From an optimization exercise on the open Yosys and OpenROAD flow, aimed at small area and a short achievable clock period; shortcuts taken in it are not production practice.
In this exercise RTL edits were held to simulation tests only and were not proved equivalent to the original.
No activity file was given, so power comes from the tool's default toggle rates.

Design neural_network, start of the top module:
module neural_network (
    input wire clk,
    input wire reset,
    input wire changes,
    input wire [1:0] selector_output,
    input wire [7:0] data_in,
    output wire [7:0] network_outputs
);
wire st_in, st_buff, st_out;
wire n_in, n_hold, n_out, p_take, p_keep;
machine machine_inst (
    .clk(clk), .reset(reset), .changes(changes),
    .st_in(st_in), .st_buff(st_buff), .st_out(st_out),
    .n_in(n_in), .n_hold(n_hold), .n_out(n_out), .p_take(p_take), .p_keep(p_keep)
);
wire [191:0] p;
register_parameters reg_params_inst (
    .clk(clk), .take(p_take), .keep(p_keep), .data_in(data_in), .p(p)
);
wire [7:0] x0, x1, x2, x3;
wire [7:0] s0, s1, s2, s3;
wire [3:0] neg_r;
shift_register_inputs shift_reg_inst (
    .clk(clk), .n_in(n_in), .n_hold(n_hold), .n_out(n_out),
    .data_in(data_in), .selector_output(selector_output),
    .s0(s0), .s1(s1), .s2(s2), .s3(s3), .neg_r(neg_r),
    .x0(x0), .x1(x1), .x2(x2), .x3(x3),
    .network_outputs(network_outputs)
);
wire [7:0] w00 = p[7:0];
wire [7:0] w01 = p[15:8];
wire [7:0] w02 = p[23:16];
wire [7:0] w03 = p[31:24];
wire [7:0] b0 = p[39:32];
wire [7:0] th0 = p[47:40];
wire [7:0] w10 = p[55:48];
wire [7:0] w11 = p[63:56];
wire [7:0] w12 = p[71:64];
wire [7:0] w13 = p[79:72];
wire [7:0] b1 = p[87:80];
wire [7:0] th1 = p[95:88];
wire [7:0] w20 = p[103:96];
wire [7:0] w21 = p[111:104];
wire [7:0] w22 = p[119:112];
wire [7:0] w23 = p[127:120];
wire [7:0] b2 = p[135:128];
wire [7:0] th2 = p[143:136];
wire [7:0] w30 = p[151:144];
wire [7:0] w31 = p[159:152];
wire [7:0] w32 = p[167:160];
wire [7:0] w33 = p[175:168];
wire [7:0] b3 = p[183:176];
wire [7:0] th3 = p[191:184];
perceptron perceptron0 (.xn0(x0), .xn1(x1), .xn2(x2), .xn3(x3), .wn0(w00), .wn1(w01), .wn2(w02), .wn3(w03), .bn(b0), .thn(th0), .s(s0), .neg_r(neg_r[0]));
perceptron perceptron1 (.xn0(x0), .xn1(x1), .xn2(x2), .xn3(x3), .wn0(w10), .wn1(w11), .wn2(w12), .wn3(w13), .bn(b1), .thn(th1), .s(s1), .neg_r(neg_r[1]));
perceptron perceptron2 (.xn0(x0), .xn1(x1), .xn2(x2), .xn3(x3), .wn0(w20), .wn1(w21), .wn2(w22), .wn3(w23), .bn(b2), .thn(th2), .s(s2), .neg_r(neg_r[2]));
  ...
clock: 9.0 ns
lec_check: 0
cap_margin: 20
core_margin: 2
core_utilization: 40
setup_slack_margin: 3.75
slew_margin: 20
synth_hierarchical: 1
run.sh (not shown) runs the stock make flow with config.mk's settings and CLKGATE_MAP_FILE= SYNTH_SCRIPT=/design/flow/synth_recipe.tcl, a recipe that flattens the netlist after the stock synthesis.
Rerun with:
Settings changed: CTS_CLUSTER_DIAMETER set to 80, CTS_CLUSTER_SIZE set to 30, SETUP_SLACK_MARGIN 3.75 to 3.5.
Outcome:
- worst setup slack improves by 0.037 ns
- clock power drops by 26%
- die area is unchanged
- non-clock buffer count is lower by 19
- global-route usage is lower by 2.7 points
- final area decreases by 3.7%
Rerun with:
Settings changed: CTS_CLUSTER_DIAMETER 80 to unset, CTS_CLUSTER_SIZE 30 to unset.
Effect: The new run passed the timing, design-rule and antenna checks. Flip-flop and latch count is unchanged. Final cell count grows slightly. Register-to-register slack hardly moves. Worst setup slack improves by 0.0085 ns. Clock power grows by roughly a tenth. Non-clock buffer count shrinks by 7. Routed wire length grows slightly.
Rerun with:
Settings changed: SETUP_SLACK_MARGIN 3.5 to 3.25.
- first-iteration DRC count fell by roughly a tenth
- total power shrinks by a few percent
- design area is lower by a few percent
- critical path depth shrinks by 3
- global-route usage went down by 0.28 points
- clock power stays flat
- worst setup slack gets worse by 0.15 ns
- non-clock buffer count came out lower by 30


neural_network, a different RTL version from the one above (not shown whole).
Size: roughly 2000 cells after synthesis, about 21 I/O pins, roughly 21000 um2 of cells after synthesis.
==> flow/design.v (excerpt) <==
module neural_network (
    input wire clk,
    input wire reset,
    input wire changes,
    input wire [1:0] selector_output,
    input wire [7:0] data_in,
    output wire [7:0] network_outputs
);
==> flow/config.mk <==
export PLATFORM = sky130hd
export DESIGN_NAME = neural_network
export DESIGN_NICKNAME = neural_network
export VERILOG_FILES = /design/flow/design.v
export SDC_FILE = /design/flow/constraint.sdc
export NUM_CORES = 4
export LEC_CHECK = 0
export CAP_MARGIN = 20
export CORE_MARGIN = 2
export CORE_UTILIZATION = 40
export SETUP_SLACK_MARGIN = 4
export SLEW_MARGIN = 20
export SYNTH_HIERARCHICAL = 1
==> flow/constraint.sdc <==
create_clock -name core_clock -period 9.0 [get_ports {clk}]
set_input_delay 1.8000 -clock core_clock [delete_from_list [all_inputs] [get_ports {clk}]]
set_output_delay 1.8000 -clock core_clock [all_outputs]
set_load 0.01 [all_outputs]
==> next run, changes <==
- CTS_BUF_LIST: unset -> sky130_fd_sc_hd__clkbuf_4 sky130_fd_sc_hd__clkbuf_8
- SETUP_SLACK_MARGIN: 4 -> 4.5
What happened: Wire length is higher by 2.6%. Power went up by about 0.9%. Via count is higher by 1.9%. Count of clock-buffer cells in the layout grows by 24. Worst hold slack is about the same. Synthesized cell count is unchanged. Critical path depth is higher by 1. Area after synthesis is unchanged.
==> next run, changes <==
- CORE_UTILIZATION: 40 -> 55
- CTS_BUF_LIST: sky130_fd_sc_hd__clkbuf_4 sky130_fd_sc_hd__clkbuf_8 -> unset
What happened: Total power stays flat; synthesized area does not change; final cell count is lower by about 6%.
==> next run, changes <==
- CORE_UTILIZATION: 55 -> 40
- SETUP_SLACK_MARGIN: 4.5 -> 5
What happened: The changed run passed the timing, design-rule and antenna checks. Routed wire length went up by 0.85%. Via count is higher by 0.62%. Non-clock buffer count is lower by 12. Cell count rises by 5.9%. Final area grows by 0.46%. Die area came out higher by 37%. Global-route usage goes down by 11 points. Power rises by 1.6%. Critical path depth climbs by 3. Register-to-register slack degrades by 0.02 ns.
==> next run, changes <==
- SETUP_SLACK_MARGIN: 5 -> 4.5
Synthesized cell count is unchanged.
Power stays the same.
Wire length stays the same.
Clock skew does not change.
Register-to-register slack is about the same.
==> next run, changes <==
==> flow/flow/run.sh (new file) <==
#!/bin/bash
# The standard layout with its standard synthesis unchanged; the only
# difference is MATCH_CELL_FOOTPRINT=0, which lets timing repair resize cells
# to footprints other than the one synthesis chose. ORFS writes each tool's
# log under orfs/logs; make's own output goes to standard.log.
set -euo pipefail
bash standard.sh MATCH_CELL_FOOTPRINT=0 finish > standard.log 2>&1
==> flow/standard.sh (new file) <==
#!/bin/bash
# synth_recipe.tcl (not shown) runs the flow's synth.tcl, then flattens the netlist and writes it again
# the make line also repeats each setting of config.mk as NAME=value (left out here)
make -C /OpenROAD-flow-scripts/flow DESIGN_CONFIG=/design/flow/config.mk WORK_HOME=/design/flow/orfs CLKGATE_MAP_FILE= SYNTH_SCRIPT=/design/flow/synth_recipe.tcl "${@:-finish}"
- SETUP_SLACK_MARGIN: 4.5 -> 5
removed: flow/run.sh
What happened: The new run went through all stages and came out clean. Sequential cell count is unchanged. Die area stays the same. Setup slack gets worse by 0.098 ns. Core utilization is lower by 0.34 points.


RTL: one of the versions met above, not the one the previous note started from.
Size in the first run: roughly 2000 cells after synthesis, roughly 240 flip-flops, about 21 I/O pins, about 20000 µm² of cells after synthesis.
Settings: LEC_CHECK=0, CAP_MARGIN=20, CORE_MARGIN=2, CORE_UTILIZATION=40, SETUP_SLACK_MARGIN=3.4, SLEW_MARGIN=20, SYNTH_HIERARCHICAL=1; clock period 9.0 ns.
Stock flow here: none of the scripts above is used.
The first run produced a clean layout.
==> next run, changes <==
- PLACE_DENSITY: default -> 0.7
- SETUP_SLACK_MARGIN: 3.4 -> 3.25
=> The changed run finished clean. Via count grows by 2.1%. Wire length shrinks by 2.5%. Worst setup slack gets worse by 170 ps. Global-route usage shrinks by 0.26 points. Design area shrinks by 1.3%. Die area does not change. Final cell count shrinks by 0.37%. Sequential share of layout area grows by 0.18 points. Total power grows by 1.8%.


neural_network again, from the RTL that the note above started with.
## neural_network
module neural_network (
    input wire clk,
    input wire reset,
    input wire changes,
    input wire [1:0] selector_output,
    input wire [7:0] data_in,
    output wire [7:0] network_outputs
);
==> flow/config.mk <==
export PLATFORM = sky130hd
export DESIGN_NAME = neural_network
export DESIGN_NICKNAME = neural_network
export VERILOG_FILES = /design/flow/design.v
export SDC_FILE = /design/flow/constraint.sdc
export NUM_CORES = 4
export LEC_CHECK = 0
export CAP_MARGIN = 20
export CORE_MARGIN = 2
export CORE_UTILIZATION = 40
export SETUP_SLACK_MARGIN = 3.25
export SLEW_MARGIN = 20
export SYNTH_HIERARCHICAL = 1
==> flow/constraint.sdc <==
create_clock -name core_clock -period 9.0 [get_ports {clk}]
set_input_delay 1.8000 -clock core_clock [delete_from_list [all_inputs] [get_ports {clk}]]
set_output_delay 1.8000 -clock core_clock [all_outputs]
set_load 0.01 [all_outputs]
standard.sh (not shown) runs the stock make flow with config.mk's settings and CLKGATE_MAP_FILE= SYNTH_SCRIPT=/design/flow/synth_recipe.tcl, a recipe that flattens the netlist after the stock synthesis.
==> flow/flow/run.sh <==
#!/bin/bash
# The standard layout with its standard synthesis unchanged; the only
# difference is MATCH_CELL_FOOTPRINT=0, which lets timing repair resize cells
# to footprints other than the one synthesis chose. ORFS writes each tool's
# log under orfs/logs; make's own output goes to standard.log.
set -euo pipefail
bash standard.sh MATCH_CELL_FOOTPRINT=0 finish > standard.log 2>&1
Edit:
==> flow/run.sh (new file) <==
#!/bin/bash
# synth_recipe.tcl (not shown) runs the flow's synth.tcl, then flattens the netlist and writes it again
# the make line also repeats each setting of config.mk as NAME=value (left out here)
make -C /OpenROAD-flow-scripts/flow DESIGN_CONFIG=/design/flow/config.mk WORK_HOME=/design/flow/orfs CLKGATE_MAP_FILE= SYNTH_SCRIPT=/design/flow/synth_recipe.tcl finish
Settings changed: CTS_CLUSTER_DIAMETER set to 100, CTS_CLUSTER_SIZE set to 40, SETUP_SLACK_MARGIN 3.25 to 4.5.
removed: flow/flow/run.sh
removed: flow/standard.sh
=> Cell count increases by 2.5%. Core utilization increases by 3.7 points. Clock skew increases by 0.0034 ns. Wire length increases by about 13%. Total power decreases by about 9%. Setup slack improved by 0.23 ns.

==> afterwards: timing with drivers on the ports <==
The flow's constraints put no driver on any port. The routed layouts listed below were extracted and timed again, unchanged, in two steps. Step 1, drivers: a clkbuf_16 drives clk and a buf_2 each remaining input, both assumed. Step 2 also shifts input and output timing later by t, the mid clock arrival at the registers, as if the neighbouring blocks saw the same clock. a / b / c = ideal / step 1 / step 2; a / b = the first two.
run	t (ns)	setup WS [ns]	worst register clock-pin slew, ns	worst data-port slew with drivers (ns)
the first run of note 1	0.633	3.549 / 3.549 / 3.549	0.07 / 0.07	0.04
the second run of note 1	0.593	3.586 / 3.586 / 3.586	0.11 / 0.11	0.04
the third run of note 1	0.627	3.594 / 3.594 / 3.594	0.06 / 0.06	0.04
the fourth run of note 1	0.622	3.443 / 3.443 / 3.443	0.06 / 0.06	0.04
the first run of note 2	0.634	3.629 / 3.629 / 3.629	0.07 / 0.07	0.04
the second run of note 2	0.694	3.593 / 3.593 / 3.593	0.07 / 0.07	0.04
the third run of note 2	0.632	3.735 / 3.735 / 3.735	0.07 / 0.07	0.03
the fourth run of note 2	0.641	3.712 / 3.712 / 3.712	0.07 / 0.07	0.04
the fifth run of note 2	0.641	3.712 / 3.712 / 3.712	0.07 / 0.07	0.04
the sixth run of note 2	0.627	3.614 / 3.614 / 3.614	0.06 / 0.06	0.04
the first run of note 3	0.625	3.520 / 3.520 / 3.520	0.06 / 0.06	0.04
the second run of note 3	0.611	3.348 / 3.348 / 3.348	0.07 / 0.07	0.03
the first run of note 4	0.622	3.443 / 3.443 / 3.443	0.06 / 0.06	0.04
the second run of note 4	0.584	3.670 / 3.670 / 3.670	0.12 / 0.12	0.04
After both steps every run listed still meets setup and hold.
